Source: an optimization exercise on an open RTL-to-GDS flow (aim: small area). Production flows keep margins and buffers that such runs may drop. At most, simulation tests tie the RTL to the original design; equivalence was not proved. The RTL of run 8 was laid out without a check of its function. The clock cells of runs 5 to 9 come from the design's own scripts or RTL, not from TritonCTS. No driver is modelled on the clock port, so clock power and skew are understated where the tree is cut down; a real chip needs a root buffer or a tree. Power is estimated from default activity; no workload was simulated.

File: design/flow/config.mk
export PLATFORM = sky130hd
export DESIGN_NAME = ir_encoder
export DESIGN_NICKNAME = ir_encoder
export VERILOG_FILES = /design/flow/design.v
export SDC_FILE = /design/flow/constraint.sdc
export NUM_CORES = 4
export LEC_CHECK = 0
export CAP_MARGIN = 20
export CORE_MARGIN = 2
export CORE_UTILIZATION = 40
export PLACE_DENSITY = 0.6
export SLEW_MARGIN = 20
export SYNTH_HIERARCHICAL = 1
File: design/flow/design.v
module ir_encoder (
    input wire rst,         
    input wire clk,         
    input wire [31:0] cmd,  
    input wire valid,       
    output reg ready,       
    output reg ir_output    
);
localparam [8:0] CC_P = 9'h155;    
localparam [8:0] CC_E = 9'h1d9;    
localparam [8:0] CC_K = 9'h1db;    
reg  [8:0] ccq;
reg        car;
wire [8:0] cc     = ccq ^ CC_P;
wire       cc_end = ((cc ^ CC_E) & CC_K) == 9'd0;
always @(posedge clk or posedge rst) begin
    if (rst) begin
        ccq <= 9'd0;
        car <= 1'b0;
    end else begin
        ccq <= cc_end ? 9'd0 : ({cc[7:0], cc[8] ^ cc[4]} ^ CC_P);
        if (cc_end) car <= ~car;
    end
end
localparam [16:0] M_P  = 17'h15555;   
localparam [16:0] M_S0 = 17'd69568;
localparam [16:0] E_START = 17'd92158, K_START = 17'h1bfff;  
localparam [16:0] E_SHORT = 17'd5462,  K_SHORT = 17'h1db1e;  
localparam [16:0] E_LONG  = 17'd99312, K_LONG  = 17'h1dbbf;  
localparam [16:0] E_GAP   = 17'd50310, K_GAP   = 17'h1ddef;  
reg  [16:0] mq;
wire [16:0] m = mq ^ M_P;
reg        mod, st, gap;
reg [32:0] q;                    
wire last  = &q[32:1];           
wire bitv  = ~q[0] & ~last;
wire jdone = q[3] & ~q[2];       
wire t_start = ((m ^ E_START) & K_START) == 17'd0;
wire t_short = ((m ^ E_SHORT) & K_SHORT) == 17'd0;
wire t_long  = ((m ^ E_LONG)  & K_LONG)  == 17'd0;
wire t_gap   = ((m ^ E_GAP)   & K_GAP)   == 17'd0;
wire t  = st ? t_start : gap ? t_gap : (mod | ~bitv) ? t_short : t_long;
wire sh = t & ~mod & ~st;        
wire        sa     = ~ready & sh;
wire        ho     = ~ready & ~sh;
wire [32:0] q_sh   = {~(gap & q[0]), q[32:1]};
wire        nready = ~ready;
wire [32:0] q_nx;
genvar i;
generate
    for (i = 0; i < 33; i = i + 1) begin : g_r
        ir_encoder_rbit u_rbit (
            .nready(nready), .sa(sa), .ho(ho),
            .ld(i == 32 ? 1'b1 : cmd[i % 32]),
            .sh_in(q_sh[i]), .hold_in(q[i]),
            .q_nx(q_nx[i])
        );
    end
endgenerate
always @(posedge clk or posedge rst) begin
    if (rst) begin
        ready     <= 1'b1;
        ir_output <= 1'b0;
    end else begin
        ready     <= ready ? ~valid : (gap & t & jdone);
        ir_output <= mod & car;
    end
end
always @(posedge clk) begin
    mq  <= ((ready | t) ? M_S0 : {m[15:0], m[16] ^ m[2]}) ^ M_P;
    mod <= ready ? valid : (t ? (~mod & ~gap & (st | ~last)) : mod);
    st  <= ready | (st & ~(t & ~mod));
    gap <= ~ready & (gap | (t & ~st & ~mod & last));
    q   <= q_nx;
end
endmodule
module ir_encoder_rbit (
    input  wire nready,
    input  wire sa,
    input  wire ho,
    input  wire ld,
    input  wire sh_in,
    input  wire hold_in,
    output wire q_nx
);
    assign q_nx = ~((nready | ld) & ~((sa & sh_in) | (ho & hold_in)));
endmodule
File: design/flow/flow/run.sh
#!/bin/bash
set -euo pipefail
export BUFFER_PORTS_ARGS="-buffer_cell sky130_fd_sc_hd__buf_1"
export CTS_ARGS="-sink_clustering_enable -repair_clock_nets -dont_use_dummy_load -buf_list {sky130_fd_sc_hd__clkbuf_2 sky130_fd_sc_hd__clkbuf_4} -root_buf sky130_fd_sc_hd__clkbuf_4"
bash standard.sh > standard.log 2>&1
File: design/flow/standard.sh
#!/bin/bash
# synth_recipe.tcl (not shown) runs the flow's synth.tcl, then flattens the netlist and writes it again
# the make line also repeats each setting of config.mk as NAME=value (left out here)
make -C /OpenROAD-flow-scripts/flow DESIGN_CONFIG=/design/flow/config.mk WORK_HOME=/design/flow/orfs CLKGATE_MAP_FILE= SYNTH_SCRIPT=/design/flow/synth_recipe.tcl "${@:-finish}"
File: design/flow/constraint.sdc
create_clock -name core_clock -period 40.0 [get_ports {clk}]
set_input_delay 8.0000 -clock core_clock [delete_from_list [all_inputs] [get_ports {clk}]]
set_output_delay 8.0000 -clock core_clock [all_outputs]
set_load 0.01 [all_outputs]
==> flow_summary.ini, run 1 <==
[final_layout]
area_delta_synth_final_pct = 13.5
most-common-layout-cells = 52 x dfxtp_1, 36 x buf_1, 33 x a22oi_1, 33 x o21ai_1, 11 x dfrtp_1
diodes = 0
fillers = 594
layout.cells.most_common = dfxtp_1
final_nets = 300
drive_above_1_share_pct = 12.2

[cts]
clk_path_buf_depth = 2
cts_resized = 0
worstSkewPairLatency_ns = 0.40
cts_root_buf = clkbuf_4
cts_buffers = 9
postCtsSetupRepairBufs = 0
cts_tree = done
cts_sinks = 65
clk_pin_slew_ns = 0.08
htree_num_levels = 3
hold_buffers = 0

[run]
maxCapViolations = 0

[critical_path]
max_stage_delay_ns = 0.65
critPathKind = register to primary output
critPathSlowestCell = dfstp_2
critical_path_required_ns = 32.00
worstPathCellList = buf_1
crit_family = flip-flops
cp-start-kind = register
crit_start = ready
crit_path_max_fanout = 10
cp.arrival_ns = 1.20
timing.rr.start = mq[2]
critPathBufInv = 1
end_kind = primary output

[pwr]
swShare_pct = 20.8
p_comb_share_pct = 1.5
pwr-share-clk_pct = 30.9
powerDensity_nw_per_um2 = 35.7
internal-power_uw = 76.2
leakage_uw = 0.00111
seq_power_share_pct = 67.6
ir_worst_vdd_mv = 0.0150
switchingPower_uw = 20.0

[sta]
final_max_slew_viol_count = 0
fin_crit_sh_pct = 23.0
finalCriticalPeriod_ns = 9.20
worst_slew_pin_slew_ns = 0.536
rsz0062_at_grt = false
fin_hold_ws_ns = 0.395
max_freq_mhz = 109
hold_violations = 0
slew_headroom_pct = 64.2
finalSetupViolations = 0
finalClockSkew_ns = 0.0235
fin_setup_tns_ns = 0

[global_routing]
top_usage_layer = met2
antenna_found_initial = 0
grt_pass1_wl_mm = 8.13
grt-ovfl-total = 0
grt_use_met3_pct = 5.22
grt_start_max_net_pins = 34
grt.met2_usage_pct = 23.0
grtUsageTotal_pct = 16.4
grt_pass1_vias = 1714
grtUsageMet1_pct = 22.0

[logic_synthesis]
synth-compound-area-share_pct = 20.7
synthXorXnorAreaFrac_pct = 1.11
synth-simple-area-share_pct = 17.2
synthArstFlopShare_pct = 18.5
synthMuxAreaShare_pct = 0.950
synth_cell_types = 41
synth_area_um2 = 2370
syn_area_per_cell_um2 = 10.9
ys_seq_elements = 65
synth_top_flop_cell = dfxtp_1
synth_seq_area_share_pct = 57.9
synth_top_family_by_area = compound AO/OA/AOI/OAI gates
synth_fa_ha_area_share_pct = 0
synth_edf_count = 1
yosysWarnings = 7
synth_cells = 218

[floorplanning]
die_w_um = 81.0
initial_core_util_pct = 40.8
core-area_um2 = 5820
die-area_um2 = 6560
placementRows = 28
pin_count = 37
dieHeight_um = 81.0

[placed_design]
portBuffers = 36
place_congestion = 0.795
hpwl_mm = 3.14

[min_path]
worstHoldStart = ccq[5]
hold_path.class = register to register

[detailed_routing]
wirelength_mm = 4.64
wl_per_cell_um = 13.7
viasPerCell = 5.38
dr_total_vias = 1817
drt-initial-drc-count = 156
route.antenna.remaining_nets = 0
drt_pass1_iterations = 5
drcViolationCount = 0

[run_status]
status = no timing/DRC/antenna violations
==> worst paths after layout <==
| kind | end | slack [ns] | cells after the start |
|---|---|---|---|
| min in group asynchronous | ir_output | 7.58 | 2 |
| hold reg to reg | ccq[6] | 0.39 | 1 |
| hold / removal | ccq[6] | 0.39 | 1 |
| setup / recovery | ready | 30.80 | 1 |
| max in group asynchronous | ready | 32.09 | 2 |
| setup reg to reg | q[19] | 37.71 | 9 |
==> final cells by class <==
class / instances / area (um^2) / share of cell area, %
flip-flops and latches: 65 / 1370 / 51.0
multi-input cells: 145 / 960 / 35.7
repair buffers: 39 / 178 / 6.60
well taps: 75 / 93.8 / 3.49
clock buffers: 9 / 67.6 / 2.51
inverters: 5 / 18.8 / 0.698
==> flip-flops by register name (all words and copies together) (netlist names) <==
signal	cells
ready	1
gap	1
mq	17
q	33
car	1
ccq	9
mod	1
ir_output	1
st	1
==> worst register-to-register path, cell delays in order, from the launching register on <==
cell and delay, ns:
dfxtp_1 0.40, nor4b_1 0.45, a31oi_1 0.14, a21oi_1 0.22, mux2i_4 0.16, nor3_1 0.21, nor2_2 0.05, buf_4 0.23
a22oi_1 0.22, o21ai_1 0.08
==> metrics by stage <==
| step | setup WS [ns] | utilization [%] | cells | cell area [um^2] | power (uW) |
|---|---|---|---|---|---|
| final | 30.80 | 46.3 | 338 | 2690 | 96.1 |
| after CTS | 30.77 | 46.3 | 338 | 2690 | 97.7 |
| after floorplan | 31.47 | - | 218 | 2370 | 66.6 |
| after detailed placement | 31.20 | 45.1 | 329 | 2620 | 67.9 |
| after global placement | 31.21 | 44.6 | 328 | 2590 | 67.9 |
| after global routing | 30.70 | 46.3 | 338 | 2690 | 101 |
==> modules after synthesis, one instance, submodules excluded <==
module / flops+latches / cells / area [um^2] / times used
ir_encoder_rbit: 0 / 2 / 12.5 / 33
ir_encoder: 65 / 152 / 1960 / 1
==> synth_stat cells, types with 2 or more instances <==
library cell | number | area, um^2
and4b_1 | 2 | 20.0
o21ai_1 | 33 | 165
nand4_1 | 10 | 62.6
a21oi_1 | 3 | 15.0
nor3b_1 | 3 | 22.5
nor2_2 | 8 | 50.1
nand2_1 | 10 | 37.5
nor2_1 | 11 | 41.3
nand3_1 | 3 | 15.0
dfrtp_1 | 11 | 275
dfxtp_1 | 52 | 1040
nor4_2 | 2 | 25.0
nor4bb_1 | 2 | 20.0
xor2_1 | 3 | 26.3
nor4b_1 | 3 | 26.3
a22oi_1 | 33 | 248
inv_1 | 5 | 18.8
==> cell families (layout without fill, tap and decap cells) <==
group,Yosys count,count (layout)
AOI/OAI and AO/OA,76,76
DFF,65,65
and+or+nand+nor,64,64
buffers and inverters,8,53
xor gates and xnor gates,3,3
other,1,1
muxes,1,1
==> layer usage <==
layer / vias to the layer above / part of all wire [%]
met5: - / 0
met4: 0 / 1.7
li1: 917 / -
met3: 8 / 6.0
met1: 835 / 48
met2: 57 / 44
==> power by group through the flow <==
stage / registers, uW / clock network, uW / logic, uW
finish: 65.0 / 29.7 / 1.45
CTS: 65.0 / 31.2 / 1.48
detailed placement: 66.5 / 0 / 1.47
global placement: 66.5 / 0 / 1.49
floorplan: 66.5 / 0 / 0.196
global route: 65.0 / 34.3 / 1.71
==> inputs of run 2 (changes only) <==
==> design/flow/flow/run.sh (replaced) <==
#!/bin/bash
set -euo pipefail
here=$(pwd)
export PRE_FLOORPLAN_TCL="$here/flow/downsize.tcl"
export REMOVE_ABC_BUFFERS=1
export BUFFER_PORTS_ARGS="-buffer_cell sky130_fd_sc_hd__buf_1"
export CTS_ARGS="-sink_clustering_enable -repair_clock_nets -dont_use_dummy_load -buf_list {sky130_fd_sc_hd__clkbuf_2 sky130_fd_sc_hd__clkbuf_4} -root_buf sky130_fd_sc_hd__clkbuf_4"
bash standard.sh > standard.log 2>&1
==> design/flow/flow/downsize.tcl (new file) <==
# PRE_FLOORPLAN hook: give every combinational cell from synthesis the
# smallest-area drive strength of its type; repair_design later sizes up
# whatever then needs it. Registers keep their cell types.
set db [ord::get_db]
set block [ord::get_db_block]
set nswap 0
foreach inst [$block getInsts] {
  set master [$inst getMaster]
  set name [$master getName]
  if {![regexp {^(sky130_fd_sc_hd__[a-z0-9]+)_([0-9]+)$} $name -> base drive]} { continue }
  if {[regexp {__(df|edf|sdf|sedf|dl|conb|tap|fill|decap|diode)} $name]} { continue }
  set best $master
  set best_area [expr {[$master getWidth] * [$master getHeight]}]
  foreach d {0 1 2 3 4 6 8 12 16} {
    set cand [$db findMaster "${base}_$d"]
    if {$cand eq "NULL" || $cand eq ""} { continue }
    if {[lsearch -exact $::env(DONT_USE_CELLS) [$cand getName]] >= 0} { continue }
    set a [expr {[$cand getWidth] * [$cand getHeight]}]
    if {$a < $best_area} {
      # same pin names
      set ok 1
      foreach mt [$master getMTerms] { if {[$cand findMTerm [$mt getName]] eq "NULL"} { set ok 0 } }
      if {$ok} { set best $cand; set best_area $a }
    }
  }
  if {$best ne $master} {
    $inst swapMaster $best
    incr nswap
  }
}
puts "downsize.tcl: swapped $nswap cells to smaller drive strengths"
==> run 2 against run 1 <==
Still clean. Via count rose by 0.55%. Synthesized cell count stayed put. Non-clock buffer count unchanged. Design area fell by 3.3%. Power shrank 0.18%. Combinational power barely moved. Hold slack lost 0.0072 ns. Utilization grew 0.96 points.
==> flow_summary.ini, run 2 <==
[critical_path]
cp.arrival_ns = 1.18
critical_path_required_ns = 32.00
crit_cells = 1
cp-start-kind = register
critPathKind = register to primary output
critPathBufInv = 1
max_stage_delay_ns = 0.64
crit_path_max_fanout = 10
crit_family = flip-flops
worstPathCellList = buf_1
reg2reg_depth = 9
end_kind = primary output
critPathSlowestCell = dfstp_2

[cts]
postCtsSetupRepairBufs = 0
htree_num_levels = 3
clk_path_buf_depth = 2
cts_sinks = 65
hold_buffers = 0
worstSkewPairLatency_ns = 0.38
clk_pin_slew_ns = 0.10
cts_resized = 0
cts_buffers = 9
cts_tree = done
cts_root_buf = clkbuf_4

[global_routing]
grtUsageMet1_pct = 19.4
grt_start_max_net_pins = 36
antenna_found_initial = 0
grt_pass1_vias = 1678
top_usage_layer = met2
grtUsageTotal_pct = 15.2
grt.met2_usage_pct = 22.7
grt_pass1_wl_mm = 7.40
grt_use_met3_pct = 4.52
grt-ovfl-total = 0

[detailed_routing]
route.antenna.remaining_nets = 0
drt_pass1_iterations = 4
viasPerCell = 5.45
wirelength_mm = 4.50
drcViolationCount = 0
dr_total_vias = 1827
drt-initial-drc-count = 90
wl_per_cell_um = 13.4

[sta]
max_freq_mhz = 109
worst_slew_pin_slew_ns = 0.693
slew_headroom_pct = 53.4
fin_crit_sh_pct = 23.0
rsz0062_at_grt = false
final_max_slew_viol_count = 0
finalSetupViolations = 0
finalClockSkew_ns = 0.0229
fin_setup_tns_ns = 0
finalCriticalPeriod_ns = 9.18
hold_violations = 0

[final_layout]
most-common-layout-cells = 52 x dfxtp_1, 36 x buf_1, 33 x a22oi_1, 33 x o21ai_1, 19 x nor2_1
diodes = 0
fillers = 548
top_register = q
largest_reg_flops = 33
layout.cells.most_common = dfxtp_1
ff_latch_area_um2 = 1370
final_nets = 300
drive_above_1_share_pct = 6.46
final-instance-count-excl-fill = 335
multi_input_comb_area_um2 = 886
largestRegisters = q: 33 flops, mq: 17 flops, ccq: 9 flops

[placed_design]
portBuffers = 36
dpl.cell_count = 325
hpwl_mm = 3.07
place_congestion = 0.749

[pwr]
leakage_uw = 0.00108
p_comb_share_pct = 1.5
powerDensity_nw_per_um2 = 36.9
pwr-share-clk_pct = 30.8
internal-power_uw = 76.2
seq_power_share_pct = 67.7
switchingPower_uw = 19.8
swShare_pct = 20.6
ir_worst_vdd_mv = 0.0158

[floorplanning]
dieHeight_um = 79.4
die-area_um2 = 6300
initial_core_util_pct = 41.3
placementRows = 27
die_w_um = 79.4
core-area_um2 = 5510
pin_count = 37

[run]
maxCapViolations = 0

[min_path]
hold_path.class = register to register
holdPathStages = 1

[run_status]
status = no timing/DRC/antenna violations

[logic_synthesis]
synth_cells = 218
yosysWarnings = 7
-- run 2: layout make-up --
type	instances	area share, %
sequential	65	52.8
multi-input combinational	145	34.1
timing repair buffer	39	6.35
tap	72	3.46
clock buffer	9	2.60
inverter	5	0.722
-- run 2: worst paths after layout --
kind	start	to	slack, ns
setup / recovery	ready	ready	30.82
hold / removal	mq[7]	mq[8]	0.39
setup reg to reg	q[3]	q[31]	37.45
hold reg to reg	mq[7]	mq[8]	0.39
max in group asynchronous	rst	ready	32.07
min in group asynchronous	rst	ccq[2]	7.58
-- run 2: through the flow --
step	utilization, %	cell area [um^2]	setup slack (ns)	power (uW)	hold WS, ns
5_1_grt	47.2	2600	30.75	100	0.389
2_1_floorplan	-	2260	31.40	66.6	0.363
6_report	47.2	2600	30.82	96.0	0.388
3_3_place_gp	45.6	2510	31.22	67.9	0.381
3_5_place_dp	45.6	2510	31.21	67.9	0.388
4_1_cts	46.8	2580	30.79	97.2	0.387
-- run 2: power by group through the flow --
stage          Clock, uW  Combinational [uW]  Sequential [uW]
6_report            29.5                1.44             65.0
5_1_grt             33.7                1.66             65.0
4_1_cts             30.8                1.49             65.0
3_5_place_dp           0                1.49             66.5
3_3_place_gp           0                1.50             66.5
2_1_floorplan          0               0.196             66.5
-- run 2: layer usage --
layer / vias up / wire length [um]
met5: - / 0
met4: 0 / 57
met3: 7 / 235
met2: 46 / 1990
met1: 857 / 2210
li1: 917 / -
==> inputs of run 3 (changes only) <==
--- a/design/flow/design.v
+++ b/design/flow/design.v
@@ -6,20 +6,19 @@
     output reg ready,       
     output reg ir_output    
 );
-localparam [8:0] CC_P = 9'h155;    
-localparam [8:0] CC_E = 9'h1d9;    
-localparam [8:0] CC_K = 9'h1db;    
-reg  [8:0] ccq;
+localparam [8:0] CC_X = 9'd37;
+localparam [8:0] CC_K = 9'h1f6;    
+localparam [8:0] CC_R = 9'd75;     
+reg  [8:0] cc;
 reg        car;
-wire [8:0] cc     = ccq ^ CC_P;
-wire       cc_end = ((cc ^ CC_E) & CC_K) == 9'd0;
+wire       cc_end = ((cc ^ CC_X) & CC_K) == 9'd0;
 always @(posedge clk or posedge rst) begin
     if (rst) begin
-        ccq <= 9'd0;
+        cc  <= CC_R;
         car <= 1'b0;
     end else begin
-        ccq <= cc_end ? 9'd0 : ({cc[7:0], cc[8] ^ cc[4]} ^ CC_P);
-        if (cc_end) car <= ~car;
+        cc  <= {cc[7:0], cc[8] ^ cc[3] ^ cc_end};
+        car <= car ^ cc_end;
     end
 end
 localparam [16:0] M_P  = 17'h15555;   
@@ -48,15 +47,16 @@
 wire [32:0] q_nx;
 genvar i;
 generate
-    for (i = 0; i < 33; i = i + 1) begin : g_r
+    for (i = 0; i < 32; i = i + 1) begin : g_r
         ir_encoder_rbit u_rbit (
             .nready(nready), .sa(sa), .ho(ho),
-            .ld(i == 32 ? 1'b1 : cmd[i % 32]),
+            .ld(cmd[i]),
             .sh_in(q_sh[i]), .hold_in(q[i]),
             .q_nx(q_nx[i])
         );
     end
 endgenerate
+assign q_nx[32] = (sa & q_sh[32]) | (ho & q[32]);
 always @(posedge clk or posedge rst) begin
     if (rst) begin
         ready     <= 1'b1;
--- a/design/flow/config.mk
+++ b/design/flow/config.mk
@@ -5,9 +5,10 @@
 export SDC_FILE = /design/flow/constraint.sdc
 export NUM_CORES = 4
 export LEC_CHECK = 0
-export CAP_MARGIN = 20
+export CAP_MARGIN = 0
 export CORE_MARGIN = 2
 export CORE_UTILIZATION = 40
+export GPL_TIMING_DRIVEN = 0
 export PLACE_DENSITY = 0.6
-export SLEW_MARGIN = 20
+export SLEW_MARGIN = 0
 export SYNTH_HIERARCHICAL = 1
==> run 3 against run 2 <==
First-iteration DRC count is 26% lower. Sequential power is about 40% higher. Worst setup slack worse by 0.014 ns. Wire length is 4.2% higher. Clock-buffer cell count stayed put. Sequential share of layout area is 0.22 points higher. Critical endpoint unchanged. Largest cell class unchanged.
==> flow_summary.ini, run 3 <==
[placed_design]
dp_slack_ns = 31.22
place_congestion = 0.839
portBuffers = 36
placed_area_um2 = 2530
hpwl_mm = 3.24

[cts]
htree_num_levels = 3
cts_tree = done
cts_buffers = 9
clk_pin_slew_ns = 0.10
worstSkewPairLatency_ns = 0.40
cts_root_buf = clkbuf_4
postCtsSetupRepairBufs = 0
cts_resized = 0
hold_buffers = 0
clk_path_buf_depth = 2
cts_sinks = 65

[floorplanning]
initial_core_util_pct = 41.3
core-area_um2 = 5470
die_w_um = 79.1
pin_count = 37
dieHeight_um = 79.1
placementRows = 27
die-area_um2 = 6260

[pwr]
seq_power_share_pct = 66.9
p_comb_share_pct = 11.3
powerDensity_nw_per_um2 = 52.4
total_power_uw = 136
ir_worst_vdd_mv = 0.0234
leakage_uw = 0.000954
internal-power_uw = 99.0
switchingPower_uw = 37.2
pwr-share-clk_pct = 21.8
swShare_pct = 27.3

[detailed_routing]
wl_per_cell_um = 14.2
drt-initial-drc-count = 67
dr_total_vias = 1833
wirelength_mm = 4.69
drcViolationCount = 0
drt_pass1_iterations = 4
route.antenna.remaining_nets = 0
viasPerCell = 5.57

[sta]
max_freq_mhz = 109
postLayoutSetupSlackWorst_ns = 30.80
hold_violations = 0
fin_crit_sh_pct = 23.0
fin_setup_tns_ns = 0
slew_headroom_pct = 18.5
finalClockSkew_ns = 0.0301
finalSetupViolations = 0
final_max_slew_viol_count = 0
rsz0062_at_grt = false
finalCriticalPeriod_ns = 9.20
worst_slew_pin_slew_ns = 1.22

[final_layout]
top_register = q
drive_above_1_share_pct = 8.17
ff_latch_area_um2 = 1380
final_nets = 294
final_util_pct = 47.5
most-common-layout-cells = 52 x dfxtp_1, 36 x buf_1, 35 x o21ai_1, 32 x a22oi_1, 14 x nand2_1
diodes = 0
largest_reg_flops = 33
layout.cells.most_common = dfxtp_1
postLayoutCellArea_um2 = 2600
fillers = 540
largestRegisters = q: 33 flops, mq: 17 flops, cc: 9 flops
multi_input_comb_area_um2 = 867

[global_routing]
grtUsageTotal_pct = 16.9
antenna_found_initial = 0
grt_start_max_net_pins = 39
grt_pass1_vias = 1680
grt-ovfl-total = 0
grt_pass1_wl_mm = 8.15

[critical_path]
critPathSlowestCell = dfstp_2
end_kind = primary output
cp.arrival_ns = 1.20
max_stage_delay_ns = 0.63
critPathBufInv = 1
critical_path_required_ns = 32.00
crit_path_max_fanout = 8
worstPathCellList = buf_1
crit_family = flip-flops
cp-start-kind = register
critPathKind = register to primary output

[logic_synthesis]
synth_cells = 211
yosysWarnings = 7

[run_status]
status = no timing/DRC/antenna violations

[run]
maxCapViolations = 0

[min_path]
hold_path.class = register to register
## run 3: cell types whose count changed in the layout (fill, tap and decap cells not counted), moves of 3 or more
cell	change
nor2_1	-7
dfstp_2	+4
dfrtp_1	-4
nand2_1	+3
nor3b_1	-3
## run 3: area by class of cell
cell class	count	share of cell area, %
sequential	65	53.0
clock buffer	9	2.60
multi-input combinational	140	33.4
tap	72	3.47
inverter	3	0.433
timing repair buffer	40	7.13
## run 3: path summary, 6_finish.rpt
kind                       depth (start not counted)     to  startpoint  slack, ns
setup / recovery                                   1  ready       ready      30.80
setup reg to reg                                   9   q[7]         gap      36.73
min in group asynchronous                          2  cc[5]         rst       7.56
hold / removal                                     0  cc[1]       cc[0]       0.36
max in group asynchronous                          2  ready         rst      32.11
hold reg to reg                                    0  cc[1]       cc[0]       0.36
## run 3: per-layer routing
layer | part of all wire, % | vias up | global-route usage (%)
met4 | 2.0 | 0 | 6.38
met2 | 44 | 41 | 24.1
li1 | - | 903 | -
met5 | 0 | - | 0
met1 | 50 | 881 | 22.6
met3 | 4.6 | 8 | 7.39
## run 3: metrics by stage
step / instances / hold slack, ns
after floorplan: 208 / 0.345
after global placement: 316 / 0.346
after detailed placement: 320 / 0.352
after CTS: 329 / 0.364
after global routing: 329 / 0.371
final: 329 / 0.363
## run 3: power groups by stage
| stage | clock network (uW) | registers (uW) | logic [uW] |
|---|---|---|---|
| global route | 33.8 | 93.1 | 17.9 |
| global placement | 0 | 92.2 | 15.0 |
| detailed placement | 0 | 92.2 | 15.6 |
| CTS | 31.0 | 90.8 | 15.7 |
| finish | 29.8 | 91.1 | 15.3 |
| floorplan | 0 | 88.3 | 12.4 |
==> inputs of run 4 (changes only) <==
==> design/flow/config.mk (replaced) <==
export PLATFORM = sky130hd
export DESIGN_NAME = ir_encoder
export DESIGN_NICKNAME = ir_encoder
export VERILOG_FILES = /design/flow/design.v
export SDC_FILE = /design/flow/constraint.sdc
export NUM_CORES = 4
export LEC_CHECK = 0
export CAP_MARGIN = 20
export CORE_MARGIN = 2
export CORE_UTILIZATION = 40
export PLACE_DENSITY = 0.6
export SLEW_MARGIN = 20
export SYNTH_HIERARCHICAL = 1
==> run 4 against run 3 <==
Wire length decreased by 1.3%. Clock-buffer cell count unchanged. Clock skew shrank 0.0096 ns. Utilization is 0.50 points lower. Hold slack got worse by 0.0047 ns. Register-to-register slack better by 0.28 ns. Via count decreased by 2.7%. Worst setup slack better by 0.030 ns. Non-clock buffer count shrank 1. Final cell count shrank 0.30%. Sequential cell count stayed put. Synthesized cell count unchanged. Critical endpoint unchanged.
==> flow_summary.ini, run 4 <==
[run_status]
status = no timing/DRC/antenna violations

[pwr]
internal-power_uw = 99.0
leakage_uw = 0.000938
seq_power_share_pct = 67.0
pwr-share-clk_pct = 21.7
powerDensity_nw_per_um2 = 52.7
switchingPower_uw = 36.4
total_power_uw = 135
swShare_pct = 26.9
ir_worst_vdd_mv = 0.0191
p_comb_share_pct = 11.2

[detailed_routing]
routed-wl-met3_um = 183
dr_total_vias = 1783
wirelength_mm = 4.63
route.antenna.remaining_nets = 0
met1_length_mm = 2.26
drcViolationCount = 0
drt-initial-drc-count = 111
wl_per_cell_um = 14.1
viasPerCell = 5.44
dr_wl_met2_mm = 2.07
top_layer_used = met4
drt_pass1_iterations = 4

[final_layout]
fillers = 552
layout.cells.most_common = dfxtp_1
ff_latch_area_um2 = 1380
largest_reg_flops = 33
top_register = q
diodes = 0
most-common-layout-cells = 52 x dfxtp_1, 36 x buf_1, 35 x o21ai_1, 32 x a22oi_1, 14 x nand2_1
multi_input_comb_area_um2 = 867
largestRegisters = q: 33 flops, mq: 17 flops, cc: 9 flops
final_nets = 293
postLayoutCellArea_um2 = 2570
drive_above_1_share_pct = 7.81
final-instance-count-excl-fill = 328

[floorplanning]
placementRows = 27
die-area_um2 = 6260
core-area_um2 = 5470
dieHeight_um = 79.1
die_w_um = 79.1
pin_count = 37
initial_core_util_pct = 41.3

[min_path]
hold_path.class = register to register
worstHoldStart = cc[7]

[global_routing]
grt_pass1_wl_mm = 7.93
grtUsageTotal_pct = 16.4
antenna_found_initial = 0
grt-ovfl-total = 0
grt_pass1_vias = 1741
grt_start_max_net_pins = 39

[placed_design]
hpwl_mm = 3.10
placed_area_um2 = 2500
dp_slack_ns = 31.22
place_congestion = 0.803
portBuffers = 36
dpl.cell_count = 319

[critical_path]
timing.rr.end = q[4]
crit_cells = 1
worstPathCellList = buf_1
cp.arrival_ns = 1.17
max_stage_delay_ns = 0.63
critPathBufInv = 1
critical_path_required_ns = 32.00
critPathSlowestCell = dfstp_2
critPathKind = register to primary output
endpoint = ready
reg2reg_depth = 9
crit_start = ready
cp-start-kind = register
end_kind = primary output
crit_family = flip-flops
timing.rr.start = gap
crit_path_max_fanout = 8
rrSetupSlack_ns = 37.01

[sta]
fin_crit_sh_pct = 22.9
fin_setup_tns_ns = 0
max_freq_mhz = 109
rsz0062_at_grt = false
postLayoutSetupSlackWorst_ns = 30.83
finalClockSkew_ns = 0.0206
hold_violations = 0
worst_slew_pin_slew_ns = 0.680
finalCriticalPeriod_ns = 9.17
finalSetupViolations = 0
slew_headroom_pct = 54.6
final_max_slew_viol_count = 0

[cts]
clk_pin_slew_ns = 0.10
cts_buffers = 9
cts_tree = done
postCtsSetupRepairBufs = 0
clk_path_buf_depth = 2
cts_root_buf = clkbuf_4
hold_buffers = 0
worstSkewPairLatency_ns = 0.39
htree_num_levels = 3
cts_resized = 0
cts_sinks = 65

[run]
maxCapViolations = 0

[logic_synthesis]
synth_cells = 211
yosysWarnings = 7
## run 4: cell count changes in the layout (fill, tap and decap cells not counted), sizes merged
cell	change
buf	-1
## run 4: worst min-delay path by stage
stage,to,slack (ns),depth (start not counted)
after detailed placement,cc[1],0.35,0
after global placement,cc[1],0.35,0
after CTS,cc[8],0.36,0
after floorplan,cc[1],0.35,0
final,cc[8],0.36,0
after global routing,cc[1],0.37,0
## run 4: layout make-up
type                    instances  area share [%]
well taps                      72            3.50
flip-flops and latches         65            53.6
repair buffers                 39            6.13
clock buffers                   9            2.63
multi-input cells             140            33.7
inverters                       3           0.438
## run 4: layer usage
layer / GRT usage [%] / up-vias
li1: - / 905
met1: 21.7 / 832
met2: 24.8 / 37
met3: 3.52 / 9
met4: 9.31 / 0
met5: 0 / -
## run 4: power by group through the flow
stage	clock network, uW	registers (uW)	logic, uW
after CTS	31.1	90.5	15.5
after floorplan	0	88.3	12.4
final	29.4	90.8	15.2
after global routing	33.5	92.8	17.7
after global placement	0	92.1	14.9
after detailed placement	0	91.8	15.5
## run 4: through the flow
step	hold slack (ns)	util, %
2_1_floorplan	0.345	-
5_1_grt	0.370	47.0
4_1_cts	0.360	47.0
3_5_place_dp	0.349	45.7
3_3_place_gp	0.346	45.7
6_report	0.359	47.0
==> inputs of run 5 (changes only) <==
==> design/flow/flow/run.sh (replaced) <==
#!/bin/bash
set -euo pipefail
here=$(pwd)
export PRE_FLOORPLAN_TCL="$here/flow/downsize.tcl"
export POST_CTS_TCL="$here/flow/post_cts.tcl"
export REMOVE_ABC_BUFFERS=1
export BUFFER_PORTS_ARGS="-buffer_cell sky130_fd_sc_hd__buf_1"
export CTS_ARGS="-sink_clustering_enable -repair_clock_nets -dont_use_dummy_load -buf_list {sky130_fd_sc_hd__clkbuf_2 sky130_fd_sc_hd__clkbuf_4} -root_buf sky130_fd_sc_hd__clkbuf_4"
bash standard.sh > standard.log 2>&1
==> design/flow/flow/mytree.tcl (new file) <==
# Clock tree used in place of the one CTS builds: the register clock pins are split
# into K groups by recursive balanced cuts of their locations; each group gets a
# leaf buffer at its centroid, driven straight from the clock port when K <= 4,
# else from one root buffer. All leaves are at the same depth.
proc mytree_split {g k} {
  if {$k <= 1} { return [list $g] }
  set pts {}
  set xmin 1e18; set xmax -1e18; set ymin 1e18; set ymax -1e18
  foreach it $g {
    set b [[$it getInst] getBBox]
    set x [expr {([$b xMin]+[$b xMax])/2}]; set y [expr {([$b yMin]+[$b yMax])/2}]
    lappend pts [list $it $x $y]
    set xmin [expr {min($xmin,$x)}]; set xmax [expr {max($xmax,$x)}]
    set ymin [expr {min($ymin,$y)}]; set ymax [expr {max($ymax,$y)}]
  }
  set idx [expr {($xmax-$xmin) >= ($ymax-$ymin) ? 1 : 2}]
  set pts [lsort -real -index $idx $pts]
  set k1 [expr {$k / 2}]
  set h [expr {int(round(double([llength $pts]) * $k1 / $k))}]
  set a {}; set c {}
  for {set i 0} {$i < [llength $pts]} {incr i} { if {$i < $h} { lappend a [lindex $pts $i 0] } else { lappend c [lindex $pts $i 0] } }
  return [concat [mytree_split $a $k1] [mytree_split $c [expr {$k - $k1}]]]
}
# Replace the clock tree with K leaf buffers driven straight from the clock port.
# Sinks are split into K groups by recursive median cuts of their locations.
proc mytree_build {K bufname rootbuf} {
  set db [ord::get_db]
  set block [ord::get_db_block]
  set port_net [$block findNet clk]
  # collect all register clock pins reachable through existing clock buffers
  set sinks {}
  set bufs {}
  set todo [list $port_net]
  while {[llength $todo]} {
    set net [lindex $todo 0]; set todo [lrange $todo 1 end]
    foreach it [$net getITerms] {
      set inst [$it getInst]
      set mname [[$inst getMaster] getName]
      if {[$it isInputSignal] || [$it getIoType] eq "INPUT"} {
        if {[string match "*clkbuf*" $mname] || [string match "*clkinv*" $mname] || [string match "sky130_fd_sc_hd__buf_*" $mname]} {
          if {[lsearch -exact $bufs $inst] < 0} {
            lappend bufs $inst
            set out [$inst findITerm X]
            if {$out ne "NULL" && $out ne ""} { set on [$out getNet]; if {$on ne "NULL"} { lappend todo $on } }
          }
        } else {
          lappend sinks $it
        }
      }
    }
  }
  # remove old buffers and their output nets
  foreach inst $bufs {
    set out [$inst findITerm X]
    set on [$out getNet]
    foreach it [$inst getITerms] { $it disconnect }
    odb::dbInst_destroy $inst
    if {$on ne "NULL" && $on ne $port_net} { odb::dbNet_destroy $on }
  }
  foreach it $sinks { $it disconnect }
  set groups [mytree_split $sinks $K]
  set m [$db findMaster $bufname]
  set drv_net $port_net
  if {$K > 4} {
    set rm [$db findMaster $rootbuf]
    set rnet [odb::dbNet_create $block "clknet_root"]
    $rnet setSigType CLOCK
    set rinst [odb::dbInst_create $block $rm "clkbuf_root"]
    [$rinst findITerm A] connect $port_net
    [$rinst findITerm X] connect $rnet
    set sx 0; set sy 0
    foreach it $sinks { set b [[$it getInst] getBBox]; set sx [expr {$sx + ([$b xMin]+[$b xMax])/2}]; set sy [expr {$sy + ([$b yMin]+[$b yMax])/2}] }
    $rinst setLocation [expr {int($sx/[llength $sinks])}] [expr {int($sy/[llength $sinks])}]
    $rinst setPlacementStatus PLACED
    set drv_net $rnet
  }
  set k 0
  foreach g $groups {
    set sx 0; set sy 0
    foreach it $g { set b [[$it getInst] getBBox]; set sx [expr {$sx + ([$b xMin]+[$b xMax])/2}]; set sy [expr {$sy + ([$b yMin]+[$b yMax])/2}] }
    set n [llength $g]
    set net [odb::dbNet_create $block "clknet_leaf_$k"]
    $net setSigType CLOCK
    set inst [odb::dbInst_create $block $m "clkbuf_leaf_$k"]
    [$inst findITerm A] connect $drv_net
    [$inst findITerm X] connect $net
    foreach it $g { $it connect $net }
    $inst setLocation [expr {int($sx/$n)}] [expr {int($sy/$n)}]
    $inst setPlacementStatus PLACED
    incr k
  }
  puts "mytree: [llength $bufs] old buffers removed, [llength $sinks] sinks in $K groups of $bufname"
}
==> design/flow/flow/post_cts.tcl (new file) <==
# POST_CTS hook: rebuild the clock tree as one root buffer and six leaf buffers,
# then legalize the new buffers.
source [file join [file dirname [info script]] mytree.tcl]
mytree_build 6 sky130_fd_sc_hd__clkbuf_4 sky130_fd_sc_hd__clkbuf_2
detailed_placement
check_placement -verbose
estimate_parasitics -placement
report_clock_skew
--- a/design/flow/config.mk
+++ b/design/flow/config.mk
@@ -7,7 +7,7 @@
 export LEC_CHECK = 0
 export CAP_MARGIN = 20
 export CORE_MARGIN = 2
-export CORE_UTILIZATION = 40
-export PLACE_DENSITY = 0.6
+export CORE_UTILIZATION = 60
+export PLACE_DENSITY = 0.8
 export SLEW_MARGIN = 20
 export SYNTH_HIERARCHICAL = 1
==> run 5 against run 4 <==
Utilization rose by 22 points. Register-to-register slack got worse by 0.04 ns. Via count rose by 0.67%. Die area fell by 32%. Global-route usage rose by 5.3 points.
==> flow_summary.ini, run 5 <==
[logic_synthesis]
yosysWarnings = 7
synth_cells = 211

[critical_path]
crit_path_max_fanout = 8
reg2reg_depth = 8
critPathSlowestCell = dfstp_2
worstPathCellList = buf_1
rrSetupSlack_ns = 36.97
crit_family = flip-flops
max_stage_delay_ns = 0.64
timing.rr.start = gap
end_kind = primary output
timing.rr.end = q[28]
cp-start-kind = register
cp.arrival_ns = 1.25
critical_path_required_ns = 32.00
critPathKind = register to primary output
critPathBufInv = 1

[sta]
finalSetupViolations = 0
finalClockSkew_ns = 0.0125
worst_slew_pin_slew_ns = 0.682
rsz0062_at_grt = false
slew_headroom_pct = 54.4
fin_hold_ws_ns = 0.364
hold_violations = 0
max_freq_mhz = 108
fin_setup_tns_ns = 0
finalCriticalPeriod_ns = 9.25
final_max_slew_viol_count = 0
fin_crit_sh_pct = 23.1

[floorplanning]
dieHeight_um = 65.4
placementRows = 22
die_w_um = 65.4
core-area_um2 = 3630
pin_count = 37
initial_core_util_pct = 62.2
die-area_um2 = 4270

[detailed_routing]
wirelength_mm = 4.34
drcViolationCount = 0
dr_total_vias = 1795
viasPerCell = 5.96
drt_pass1_iterations = 4
wl_per_cell_um = 14.4
drt-initial-drc-count = 196
route.antenna.remaining_nets = 0

[cts]
clk_pin_slew_ns = 0.10
worstSkewPairLatency_ns = 0.43
cts_sinks = 65

[min_path]
hold_path.class = register to register
hold_end = cc[1]
holdPathStages = 0
worstHoldStart = cc[0]

[pwr]
p_comb_share_pct = 11.8
internal-power_uw = 96.1
switchingPower_uw = 35.2
leakage_uw = 0.000926
seq_power_share_pct = 68.9
ir_worst_vdd_mv = 0.0394
pwr-share-clk_pct = 19.3
swShare_pct = 26.8
powerDensity_nw_per_um2 = 52.1

[final_layout]
drive_above_1_share_pct = 6.72
most-common-layout-cells = 52 x dfxtp_1, 36 x buf_1, 35 x o21ai_1, 32 x a22oi_1, 14 x nand2_1
fillers = 306
largest_reg_flops = 33
largestRegisters = q: 33 flops, mq: 17 flops, cc: 9 flops
multi_input_comb_area_um2 = 872
final_nets = 290
ff_latch_area_um2 = 1380
diodes = 0
top_register = q
layout.cells.most_common = dfxtp_1

[run_status]
status = no timing/DRC/antenna violations

[global_routing]
grtUsageTotal_pct = 21.7
antenna_found_initial = 0
grt_pass1_wl_mm = 7.45
grt_pass1_vias = 1645
grt_start_max_net_pins = 39
grt-ovfl-total = 0

[placed_design]
place_congestion = 0.828
portBuffers = 36
hpwl_mm = 2.98

[run]
maxCapViolations = 0
## run 5: changes by cell type in the layout (fill, tap and decap cells not counted)
cell / change
buf_4: -1
clkbuf_2: +1
clkbuf_4: -3
nor2_2: -1
nor2_4: +1
## run 5: how the worst max path moves through the flow
stage | start | end | slack [ns] | depth (start not counted)
after floorplan | ready | ready | 31.42 | 0
after global placement | ready | ready | 31.24 | 1
after detailed placement | ready | ready | 31.22 | 1
after global routing | ready | ready | 30.67 | 1
final | ready | ready | 30.75 | 1
## run 5: worst reg2reg max path, cell delays in order, from the launching register on
cell	delay, ns
dfxtp_1	0.38
or4b_1	0.56
or4_1	0.50
a2111o_1	0.42
o211a_2	0.17
nor3_1	0.34
nor2_4	0.22
a22oi_1	0.24
o21ai_1	0.09
## run 5: area by class of cell
cell class / instances / area share (%)
inverter: 3 / 0.447
sequential: 65 / 54.6
buffer: 7 / 1.99
multi-input combinational: 140 / 34.6
timing repair buffer: 38 / 5.96
tap: 48 / 2.38
## run 5: power groups by stage
stage	sequential (uW)	clock [uW]	combinational, uW
global route	92.4	29.2	17.9
finish	90.5	25.4	15.4
floorplan	88.3	0	12.4
detailed placement	91.6	0	15.6
global placement	91.5	0	14.8
## run 5: routing by layer
metal  part of all wire, %  global-route usage (%)  vias up
met1                    46                    30.1      849
li1                      -                       -      898
met3                   5.3                    4.28        7
met4                   1.6                    4.69        0
met2                    47                    35.6       41
met5                     0                       0        -
## run 5: through the flow
step	cell area (um^2)	total power [uW]	std cells	utilization, %	worst slack, ns
2_1_floorplan	2250	101	208	-	31.42
3_3_place_gp	2470	106	294	67.9	31.24
3_5_place_dp	2470	107	294	68.0	31.22
5_1_grt	2520	140	301	69.4	30.67
6_report	2520	131	301	69.4	30.75
==> inputs of run 6 (changes only) <==
==> design/flow/config.mk (replaced) <==
export PLATFORM = sky130hd
export DESIGN_NAME = ir_encoder
export DESIGN_NICKNAME = ir_encoder
export VERILOG_FILES = /design/flow/design.v
export SDC_FILE = /design/flow/constraint.sdc
export NUM_CORES = 4
export LEC_CHECK = 0
export CAP_MARGIN = 0
export CORE_MARGIN = 2
export CORE_UTILIZATION = 40
export PLACE_DENSITY = 0.6
export SLEW_MARGIN = 0
export SYNTH_HIERARCHICAL = 1
==> run 6 against run 5 <==
Critical endpoint unchanged. Utilization decreased by 23 points. Global-route usage decreased by 6.1 points. Hold slack about the same. Sequential cell count unchanged. Combinational power about the same. Die area increased by 47%. Still clean. First-iteration DRC count decreased by 53%.
==> flow_summary.ini, run 6 <==
[run_status]
status = no timing/DRC/antenna violations

[cts]
cts_sinks = 65
clk_pin_slew_ns = 0.11
worstSkewPairLatency_ns = 0.43

[pwr]
total_power_uw = 132
leakage_uw = 0.000928
ir_worst_vdd_mv = 0.0201
powerDensity_nw_per_um2 = 51.6

[critical_path]
cp.arrival_ns = 1.24
timing.rr.start = gap
critPathKind = register to primary output
end_kind = primary output
critical_path_required_ns = 32.00
reg2reg_depth = 9
timing.rr.end = q[2]
crit_family = flip-flops
critPathBufInv = 1
critPathSlowestCell = dfstp_2
worstPathCellList = buf_1
rrSetupSlack_ns = 37.01
cp-start-kind = register
max_stage_delay_ns = 0.64
crit_path_max_fanout = 8

[floorplanning]
core-area_um2 = 5470
die_w_um = 79.1
die-area_um2 = 6260
dieHeight_um = 79.1
pin_count = 37
initial_core_util_pct = 41.3
placementRows = 27

[final_layout]
largest_reg_flops = 33
ff_latch_area_um2 = 1380
final_nets = 291
top_register = q
diodes = 0
largestRegisters = q: 33 flops, mq: 17 flops, cc: 9 flops
drive_above_1_share_pct = 7.09
most-common-layout-cells = 52 x dfxtp_1, 36 x buf_1, 35 x o21ai_1, 32 x a22oi_1, 14 x nand2_1
multi_input_comb_area_um2 = 867
postLayoutCellArea_um2 = 2550
final_util_pct = 46.7
layout.cells.most_common = dfxtp_1
fillers = 555

[min_path]
worstHoldStart = cc[0]
hold_end = cc[1]
hold_path.class = register to register
holdPathStages = 0

[detailed_routing]
drt_pass1_iterations = 4
wirelength_mm = 4.56
viasPerCell = 5.46
drt-initial-drc-count = 93
wl_per_cell_um = 14.0
dr_total_vias = 1780
drcViolationCount = 0
route.antenna.remaining_nets = 0

[sta]
finalSetupViolations = 0
worst_slew_pin_slew_ns = 0.713
slew_headroom_pct = 52.5
fin_setup_tns_ns = 0
rsz0062_at_grt = false
finalCriticalPeriod_ns = 9.24
max_freq_mhz = 108
postLayoutSetupSlackWorst_ns = 30.76
hold_violations = 0
final_max_slew_viol_count = 0
finalClockSkew_ns = 0.0109
fin_crit_sh_pct = 23.1

[placed_design]
dp_slack_ns = 31.22
hpwl_mm = 3.10
placed_area_um2 = 2500
portBuffers = 36
place_congestion = 0.803

[global_routing]
antenna_found_initial = 0
grt_pass1_vias = 1719
grt_pass1_wl_mm = 7.96
grtUsageTotal_pct = 15.6
grt_start_max_net_pins = 39
grt-ovfl-total = 0

[logic_synthesis]
yosysWarnings = 7
synth_cells = 211

[run]
maxCapViolations = 0
## run 6: how the worst max path moves through the flow
stage,slack (ns),endpoint,depth (start not counted),startpoint
6_report,30.76,ready,1,ready
5_1_grt,30.66,ready,1,ready
3_5_place_dp,31.22,ready,1,ready
3_3_place_gp,31.24,ready,1,ready
2_1_floorplan,31.42,ready,0,ready
## run 6: per-stage QoR
| stage | std cells | hold slack, ns |
|---|---|---|
| floorplan | 208 | 0.345 |
| global placement | 319 | 0.346 |
| detailed placement | 319 | 0.349 |
| global route | 326 | 0.371 |
| finish | 326 | 0.364 |
## run 6: per-layer routing
metal | wire length, um | vias to the layer above | track usage, %
met5 | 0 | - | 0
met4 | 93 | 0 | 4.83
met3 | 200 | 7 | 2.95
met2 | 2050 | 33 | 24.8
met1 | 2220 | 842 | 21.6
li1 | - | 898 | -
## run 6: area by class of cell
class | instances | share of cell area [%]
repair buffers | 39 | 6.17
well taps | 72 | 3.53
flip-flops and latches | 65 | 53.9
plain buffers | 7 | 1.96
inverters | 3 | 0.441
multi-input cells | 140 | 34.0
## run 6: power breakdown
group	switching [uW]	leakage [uW]	internal, uW
Clock	18.2	0.0000318	7.60
Combinational	5.71	0.000301	9.47
Sequential	11.6	0.000595	79.1
Total	35.5	0.000928	96.1
==> inputs of run 7 (changes only) <==
--- a/design/flow/config.mk
+++ b/design/flow/config.mk
@@ -5,9 +5,9 @@
 export SDC_FILE = /design/flow/constraint.sdc
 export NUM_CORES = 4
 export LEC_CHECK = 0
-export CAP_MARGIN = 0
+export CAP_MARGIN = 20
 export CORE_MARGIN = 2
 export CORE_UTILIZATION = 40
 export PLACE_DENSITY = 0.6
-export SLEW_MARGIN = 0
+export SLEW_MARGIN = 20
 export SYNTH_HIERARCHICAL = 1
==> run 7 against run 6 <==
Clock skew is the same. Maximum frequency did not move. Die area is the same. Utilization did not move. Largest cell class unchanged. Global-route usage stayed put. Hold slack did not move. Sequential cell count did not move. Sequential share of layout area is the same. Power stayed put. Worst setup slack is the same. Clock power about the same.
==> flow_summary.ini, run 7 <==
[sta]
rsz0062_at_grt = false
final_max_slew_viol_count = 0
fin_crit_sh_pct = 23.1
finalCriticalPeriod_ns = 9.24
max_freq_mhz = 108
finalSetupViolations = 0
fin_setup_tns_ns = 0
worst_slew_pin_slew_ns = 0.713
finalClockSkew_ns = 0.0109
hold_violations = 0
slew_headroom_pct = 52.5

[cts]
worstSkewPairLatency_ns = 0.43
clk_pin_slew_ns = 0.11
cts_sinks = 65

[critical_path]
critPathSlowestCell = dfstp_2
end_kind = primary output
crit_family = flip-flops
critical_path_required_ns = 32.00
cp-start-kind = register
cp.arrival_ns = 1.24
max_stage_delay_ns = 0.64
crit_path_max_fanout = 8
critPathBufInv = 1
rrSetupSlack_ns = 37.01
worstPathCellList = buf_1
critPathKind = register to primary output

[floorplanning]
initial_core_util_pct = 41.3
dieHeight_um = 79.1
pin_count = 37
placementRows = 27
die-area_um2 = 6260
core-area_um2 = 5470
die_w_um = 79.1

[final_layout]
multi_input_comb_area_um2 = 867
largestRegisters = q: 33 flops, mq: 17 flops, cc: 9 flops
most-common-layout-cells = 52 x dfxtp_1, 36 x buf_1, 35 x o21ai_1, 32 x a22oi_1, 14 x nand2_1
fillers = 555
ff_latch_area_um2 = 1380
layout.cells.most_common = dfxtp_1
largest_reg_flops = 33
diodes = 0
drive_above_1_share_pct = 7.09
top_register = q
final_nets = 291
postLayoutCellArea_um2 = 2550

[placed_design]
place_congestion = 0.803
placed_area_um2 = 2500
hpwl_mm = 3.10
portBuffers = 36

[detailed_routing]
drt_pass1_iterations = 4
drt-initial-drc-count = 93
viasPerCell = 5.46
route.antenna.remaining_nets = 0
dr_total_vias = 1780
wl_per_cell_um = 14.0
drcViolationCount = 0
wirelength_mm = 4.56

[min_path]
hold_path.class = register to register

[run_status]
status = no timing/DRC/antenna violations

[global_routing]
antenna_found_initial = 0
grt-ovfl-total = 0
grt_pass1_vias = 1719
grtUsageTotal_pct = 15.6
grt_pass1_wl_mm = 7.96
grt_start_max_net_pins = 39

[logic_synthesis]
synth_cells = 211
yosysWarnings = 7

[pwr]
powerDensity_nw_per_um2 = 51.6
ir_worst_vdd_mv = 0.0201
leakage_uw = 0.000928

[run]
maxCapViolations = 0
## run 7: metrics by stage
step           util (%)  power (uW)  setup WS (ns)  std cells  hold slack [ns]
2_1_floorplan         -         101          31.42        208            0.345
3_3_place_gp       45.7         107          31.24        319            0.346
3_5_place_dp       45.7         107          31.22        319            0.349
5_1_grt            46.7         141          30.66        326            0.371
6_report           46.7         132          30.76        326            0.364
## run 7: path summary, 6_finish.rpt
check                      start    end  cells after the start
setup reg to reg             gap   q[2]                      9
max in group asynchronous    rst  cc[1]                      2
hold reg to reg            cc[0]  cc[1]                      0
hold / removal             cc[0]  cc[1]                      0
min in group asynchronous    rst  cc[5]                      2
setup / recovery           ready  ready                      1
## run 7: layer usage
metal  track usage, %  up-vias  part of all wire, %
met2             24.8       33                   45
met3             2.95        7                  4.4
met4             4.83        0                  2.0
met5                0        -                    0
li1                 -      898                    -
met1             21.6      842                   49
## run 7: area by class of cell
type / count / share of cell area [%]
Tap cell: 72 / 3.53
Sequential cell: 65 / 53.9
Timing Repair Buffer: 39 / 6.17
Buffer: 7 / 1.96
Inverter: 3 / 0.441
Multi-Input combinational cell: 140 / 34.0
## run 7: power by group
part | leakage [uW] | total [uW] | internal [uW] | switching [uW]
registers | 0.000595 | 90.7 | 79.1 | 11.6
logic | 0.000301 | 15.2 | 9.47 | 5.71
clock network | 0.0000318 | 25.8 | 7.60 | 18.2
total | 0.000928 | 132 | 96.1 | 35.5
==> inputs of run 8 (changes only) <==
--- a/design/flow/design.v
+++ b/design/flow/design.v
@@ -3,7 +3,7 @@
     input wire clk,         
     input wire [31:0] cmd,  
     input wire valid,       
-    output reg ready,       
+    output wire ready,      
     output reg ir_output    
 );
 localparam [8:0] CC_X = 9'd37;
@@ -30,6 +30,7 @@
 reg  [16:0] mq;
 wire [16:0] m = mq ^ M_P;
 reg        mod, st, gap;
+assign ready = st & gap;
 reg [32:0] q;                    
 wire last  = &q[32:1];           
 wire bitv  = ~q[0] & ~last;
@@ -38,7 +39,7 @@
 wire t_short = ((m ^ E_SHORT) & K_SHORT) == 17'd0;
 wire t_long  = ((m ^ E_LONG)  & K_LONG)  == 17'd0;
 wire t_gap   = ((m ^ E_GAP)   & K_GAP)   == 17'd0;
-wire t  = st ? t_start : gap ? t_gap : (mod | ~bitv) ? t_short : t_long;
+wire t  = (st & ~gap) ? t_start : gap ? t_gap : (mod | ~bitv) ? t_short : t_long;
 wire sh = t & ~mod & ~st;        
 wire        sa     = ~ready & sh;
 wire        ho     = ~ready & ~sh;
@@ -59,18 +60,18 @@
 assign q_nx[32] = (sa & q_sh[32]) | (ho & q[32]);
 always @(posedge clk or posedge rst) begin
     if (rst) begin
-        ready     <= 1'b1;
+        st        <= 1'b1;
+        gap       <= 1'b1;
         ir_output <= 1'b0;
     end else begin
-        ready     <= ready ? ~valid : (gap & t & jdone);
+        st        <= ready | (st & ~(t & ~mod)) | (gap & ~mod & t & jdone);
+        gap       <= ready ? ~valid : (gap | (t & ~st & ~mod & last));
         ir_output <= mod & car;
     end
 end
 always @(posedge clk) begin
     mq  <= ((ready | t) ? M_S0 : {m[15:0], m[16] ^ m[2]}) ^ M_P;
     mod <= ready ? valid : (t ? (~mod & ~gap & (st | ~last)) : mod);
-    st  <= ready | (st & ~(t & ~mod));
-    gap <= ~ready & (gap | (t & ~st & ~mod & last));
     q   <= q_nx;
 end
 endmodule
==> run 8 against run 7 <==
Critical endpoint unchanged. Clock skew up 0.0022 ns. Maximum frequency down 7.3%. Highest routed layer unchanged. Hold slack lost 0.0048 ns. Sequential power shrank 29%.
==> flow_summary.ini, run 8 <==
[run_status]
status = no timing/DRC/antenna violations

[global_routing]
grt-ovfl-total = 0
antenna_found_initial = 0
grtUsageTotal_pct = 15.5
grt_pass1_vias = 1694
grt_start_max_net_pins = 43
grt_pass1_wl_mm = 7.90

[final_layout]
largestRegisters = q: 33 flops, mq: 17 flops, cc: 9 flops
largest_reg_flops = 33
final_nets = 297
fillers = 548
top_register = q
postLayoutCellArea_um2 = 2590
diodes = 0
layout.cells.most_common = dfxtp_1
most-common-layout-cells = 50 x dfxtp_1, 36 x buf_1, 33 x o21ai_1, 33 x a22oi_1
drive_above_1_share_pct = 6.92

[detailed_routing]
dr_total_vias = 1846
wl_per_cell_um = 14.1
drt_pass1_iterations = 4
drt-initial-drc-count = 127
drcViolationCount = 0
wirelength_mm = 4.69
viasPerCell = 5.56
route.antenna.remaining_nets = 0

[sta]
fin_setup_tns_ns = 0
slew_headroom_pct = 30.1
finalSetupViolations = 0
max_freq_mhz = 100
finalClockSkew_ns = 0.0131
final_max_slew_viol_count = 0
fin_crit_sh_pct = 24.9
worst_slew_pin_slew_ns = 1.04
rsz0062_at_grt = false
hold_violations = 0
finalCriticalPeriod_ns = 9.97

[pwr]
leakage_uw = 0.00103
ir_worst_vdd_mv = 0.0191
powerDensity_nw_per_um2 = 35.4

[floorplanning]
initial_core_util_pct = 41.6
dieHeight_um = 79.7
pin_count = 37
die-area_um2 = 6350
core-area_um2 = 5510
die_w_um = 79.7
placementRows = 27

[cts]
worstSkewPairLatency_ns = 0.44
clk_pin_slew_ns = 0.11
cts_sinks = 64

[logic_synthesis]
yosysWarnings = 7
synth_cells = 219

[critical_path]
critPathKind = register to primary output
crit_path_max_fanout = 42
critical_path_required_ns = 32.00
end_kind = primary output
cp-start-kind = register
cp.arrival_ns = 1.97

[placed_design]
place_congestion = 0.853
hpwl_mm = 3.23
placed_area_um2 = 2540
portBuffers = 36

[min_path]
hold_path.class = register to register

[run]
maxCapViolations = 0
## run 8: area by class of cell
cell class                      instances  area (um^2)  share of cell area [%]
Multi-Input combinational cell        148          922                    35.6
Inverter                                3         11.3                   0.435
Timing Repair Buffer                   38          150                    5.80
Buffer                                  7         50.0                    1.93
Sequential cell                        64         1360                    52.7
Tap cell                               72         90.1                    3.48
## run 8: path summary, 6_finish.rpt
check	endpoint	depth (start not counted)	startpoint	slack (ns)
max	ready	4	st	30.03
min	cc[1]	0	cc[0]	0.36
max reg2reg	q[30]	8	q[15]	37.33
min reg2reg	cc[1]	0	cc[0]	0.36
max in group asynchronous	cc[0]	2	rst	32.13
min in group asynchronous	cc[8]	2	rst	7.52
## run 8: metrics by stage
stage          hold WS [ns]  total power (uW)  utilization, %  worst slack (ns)  std cells
6_report              0.359              91.5            47.0             30.03        332
5_1_grt               0.379              95.7            47.0             29.88        332
3_5_place_dp          0.355              67.0            46.1             30.49        325
3_3_place_gp          0.346              67.0            46.0             30.55        325
2_1_floorplan         0.345              65.6               -             30.40        215
## run 8: layer usage
metal / GRT usage, % / vias up / wire length, um
met2: 24.1 / 49 / 2100
met1: 21.8 / 856 / 2260
li1: - / 932 / -
met3: 2.71 / 9 / 231
met4: 4.83 / 0 / 95
met5: 0 / - / 0
## run 8: critical path, cell delays in order, from the launching register on
cell     delay, ns
dfstp_2       0.64
nand2_1       0.08
buf_4         0.27
inv_1         0.35
buf_1         0.19
## run 8: power breakdown
| group | switching, uW | total (uW) | leakage (uW) | internal [uW] |
|---|---|---|---|---|
| clock network | 18.4 | 26.0 | 0.0000318 | 7.60 |
| registers | 0 | 64.1 | 0.000578 | 64.1 |
| logic | 0.769 | 1.51 | 0.000420 | 0.743 |
| total | 19.1 | 91.5 | 0.00103 | 72.4 |
==> inputs of run 9 (changes only) <==
--- a/design/flow/design.v
+++ b/design/flow/design.v
@@ -58,6 +58,19 @@
     end
 endgenerate
 assign q_nx[32] = (sa & q_sh[32]) | (ho & q[32]);
+wire        m_clr  = ready | t;
+wire        m_nclr = ~m_clr;
+wire [16:0] m_in   = {m[15:0], m[16] ^ m[2]} ^ M_P;    
+wire [16:0] mq_nx;
+generate
+    for (i = 0; i < 17; i = i + 1) begin : g_m
+        if (((M_S0 ^ M_P) >> i) & 1) begin : g_set
+            ir_encoder_stage1 u_st (.nclr(m_nclr), .dn(~m_in[i]), .y(mq_nx[i]));
+        end else begin : g_rst
+            ir_encoder_stage0 u_st (.clr(m_clr), .dn(~m_in[i]), .y(mq_nx[i]));
+        end
+    end
+endgenerate
 always @(posedge clk or posedge rst) begin
     if (rst) begin
         st        <= 1'b1;
@@ -70,7 +83,7 @@
     end
 end
 always @(posedge clk) begin
-    mq  <= ((ready | t) ? M_S0 : {m[15:0], m[16] ^ m[2]}) ^ M_P;
+    mq  <= mq_nx;
     mod <= ready ? valid : (t ? (~mod & ~gap & (st | ~last)) : mod);
     q   <= q_nx;
 end
@@ -86,3 +99,17 @@
 );
     assign q_nx = ~((nready | ld) & ~((sa & sh_in) | (ho & hold_in)));
 endmodule
+module ir_encoder_stage0 (
+    input  wire clr,
+    input  wire dn,
+    output wire y
+);
+    assign y = ~(clr | dn);
+endmodule
+module ir_encoder_stage1 (
+    input  wire nclr,
+    input  wire dn,
+    output wire y
+);
+    assign y = ~(nclr & dn);
+endmodule
==> run 9 against run 8 <==
Sequential cell count unchanged. Die area down 2.2%. Maximum frequency up 3.1%. Hold slack better by 0.0011 ns. First-iteration DRC count down 42%. Combinational power about the same. Via count down 6.6%. Wire length down 4.8%. Design area down 1.8%.
==> flow_summary.ini, run 9 <==
[critical_path]
critPathKind = register to primary output
critical_path_required_ns = 32.00
cp.arrival_ns = 1.67
cp-start-kind = register
rrSetupSlack_ns = 37.14
crit_path_max_fanout = 34
end_kind = primary output

[global_routing]
grtUsageTotal_pct = 15.1
grt_pass1_vias = 1620
antenna_found_initial = 0
grt-ovfl-total = 0
grt_pass1_wl_mm = 7.70
grt_start_max_net_pins = 35

[final_layout]
drive_above_1_share_pct = 7.57
final_nets = 288
layout.cells.most_common = dfxtp_1
top_register = q
largest_reg_flops = 33
most-common-layout-cells = 50 x dfxtp_1, 36 x buf_1, 32 x a22oi_1, 32 x o21ai_1, 12 x nor2_1
diodes = 0
final_util_pct = 46.7
ff_latch_area_um2 = 1360
multi_input_comb_area_um2 = 868
postLayoutCellArea_um2 = 2540
fillers = 536
largestRegisters = q: 33 flops, mq: 17 flops, cc: 9 flops

[logic_synthesis]
synth_seq_area_share_pct = 60.5
synth_cells = 207
synth_edf_count = 1
ys_seq_elements = 64
yosysWarnings = 7
netlist_top_cells_count = 50 x dfxtp_1, 32 x a22oi_1, 32 x o21ai_1
synth_area_leaders = dfxtp_1 44%, a22oi_1 11%, dfrtp_1 7.8%
synth_top_area_share_pct = 44.4
synth_largest_area_cell = dfxtp_1
synth_cell_types = 35
synthArstFlopShare_pct = 20.3
ys_area_um2 = 2250
synth_top_flop_cell = dfxtp_1
synth_most_common_cell = dfxtp_1

[sta]
max_freq_mhz = 103
worst_slew_pin_slew_ns = 0.723
finalSetupViolations = 0
final_max_slew_viol_count = 0
hold_violations = 0
finalClockSkew_ns = 0.0132
slew_headroom_pct = 51.7
rsz0062_at_grt = false
fin_setup_tns_ns = 0
fin_crit_sh_pct = 24.2
finalCriticalPeriod_ns = 9.67

[pwr]
powerDensity_nw_per_um2 = 35.8
leakage_uw = 0.00102
total_power_uw = 91.1
ir_worst_vdd_mv = 0.0217

[run]
maxCapViolations = 0

[detailed_routing]
drcViolationCount = 0
route.antenna.remaining_nets = 0
drt-initial-drc-count = 74
wirelength_mm = 4.46
drt_pass1_iterations = 4
viasPerCell = 5.34
dr_total_vias = 1724
wl_per_cell_um = 13.8

[floorplanning]
dieHeight_um = 78.8
initial_core_util_pct = 41.2
die_w_um = 78.8
placementRows = 27
pin_count = 37
die-area_um2 = 6210
core-area_um2 = 5440

[placed_design]
hpwl_mm = 3.01
portBuffers = 36
place_congestion = 0.748
placed_area_um2 = 2490

[cts]
clk_pin_slew_ns = 0.11
worstSkewPairLatency_ns = 0.43
cts_sinks = 64

[min_path]
hold_path.class = register to register

[run_status]
status = no timing/DRC/antenna violations
==> run 9: cell count changes in the layout (fill, tap and decap cells not counted), sizes merged, moves of 3 or more <==
cell    before  now
nand2b       0    3
nor3        11    5
nor3b        3    0
nand2        6   10
nand3       11    0
==> run 9: routing by layer <==
layer	part of all wire (%)	vias up	global-route usage (%)	routed length [um]
met3	5.0	4	3.52	225
met4	0.99	0	3.51	44
met2	44	33	22.9	1960
li1	-	882	-	-
met1	50	805	22.0	2230
met5	0	-	0	0
==> run 9: area by class of cell <==
class                      count  share of cell area [%]
sequential                    64                    53.7
multi-input combinational    138                    34.2
timing repair buffer          39                    6.20
tap                           72                    3.55
buffer                         7                    1.97
inverter                       3                   0.443
==> run 9: cells by family (layout without fill, tap and decap cells) <==
kind of cell / after synthesis / in the layout / share of synthesized area (%)
compound gates: 77 / 77 / 22.0
xor+xnor: 3 / 3 / 1.17
simple gates: 58 / 58 / 15.4
flops: 64 / 64 / 60.5
buf+inv: 5 / 49 / 0.833
==> run 9: power by group <==
part / switching, uW / internal, uW / total (uW)
registers: 0 / 64.1 / 64.1
clock network: 17.9 / 7.60 / 25.5
logic: 0.795 / 0.743 / 1.54
==> run 9: critical path, cell delays in order (launching register included) <==
cell and delay (ns):
dfstp_2 0.62, nand2_1 0.07, buf_4 0.25, inv_1 0.15, buf_1 0.16
==> run 9: per-stage QoR <==
| stage | hold WS (ns) | instances | worst slack, ns |
|---|---|---|---|
| final | 0.360 | 323 | 30.33 |
| after global routing | 0.367 | 323 | 30.17 |
| after detailed placement | 0.347 | 316 | 30.78 |
| after global placement | 0.346 | 316 | 30.83 |
| after floorplan | 0.345 | 205 | 30.73 |
==> run 9: path summary, 6_finish.rpt <==
check / start / endpoint / cells past startpoint
worst max-delay path: st / ready / 4
worst min-delay path: cc[0] / cc[1] / 0
worst max register to register: q[3] / q[15] / 9
worst min register to register: cc[0] / cc[1] / 0
max in group asynchronous: rst / cc[6] / 2
min in group asynchronous: rst / cc[5] / 2
==> run 9: modules after synthesis (local to each module, per instance) <==
| module | flip-flops and latches | cell area, um^2 | times used |
|---|---|---|---|
| ir_encoder_stage0 | 0 | 3.75 | 9 |
| ir_encoder_stage1 | 0 | 3.75 | 8 |
| ir_encoder | 64 | 1790 | 1 |
| ir_encoder_rbit | 0 | 12.5 | 32 |

re-timing with driven ports:
How much do the figures lean on ideal ports? The routed layouts below were timed once more, with nothing changed but the port constraints. Step 1 sets driving cells, clkbuf_16 on the clock port and buf_2 on the other inputs (assumed; they add their load-dependent delay and slew). Step 2 times the ports against the registers' clock, not the clock port: input delays grow and output delays shrink by t, the midpoint of the rising clock arrivals with the driver on. Slacks: no drivers / after step 1 / after step 2; pairs: no drivers / after step 1.
run | shift t [ns] | setup WS [ns] | worst setup path at the end
run 1 | 0.409 | 30.803 / 30.778 / 31.187 | register to output
run 2 | 0.390 | 30.819 / 30.794 / 31.183 | register to output
run 3 | 0.406 | 30.805 / 30.778 / 31.185 | register to output
run 4 | 0.403 | 30.834 / 30.806 / 31.210 | register to output
run 5 | 0.452 | 30.754 / 30.731 / 31.183 | register to output
run 6 | 0.452 | 30.759 / 30.731 / 31.183 | register to output
run 7 | 0.452 | 30.759 / 30.731 / 31.183 | register to output
run 8 | 0.455 | 30.031 / 30.006 / 30.460 | register to output
run 9 | 0.449 | 30.328 / 30.299 / 30.748 | register to output
After both steps setup and hold are still met in every run listed.
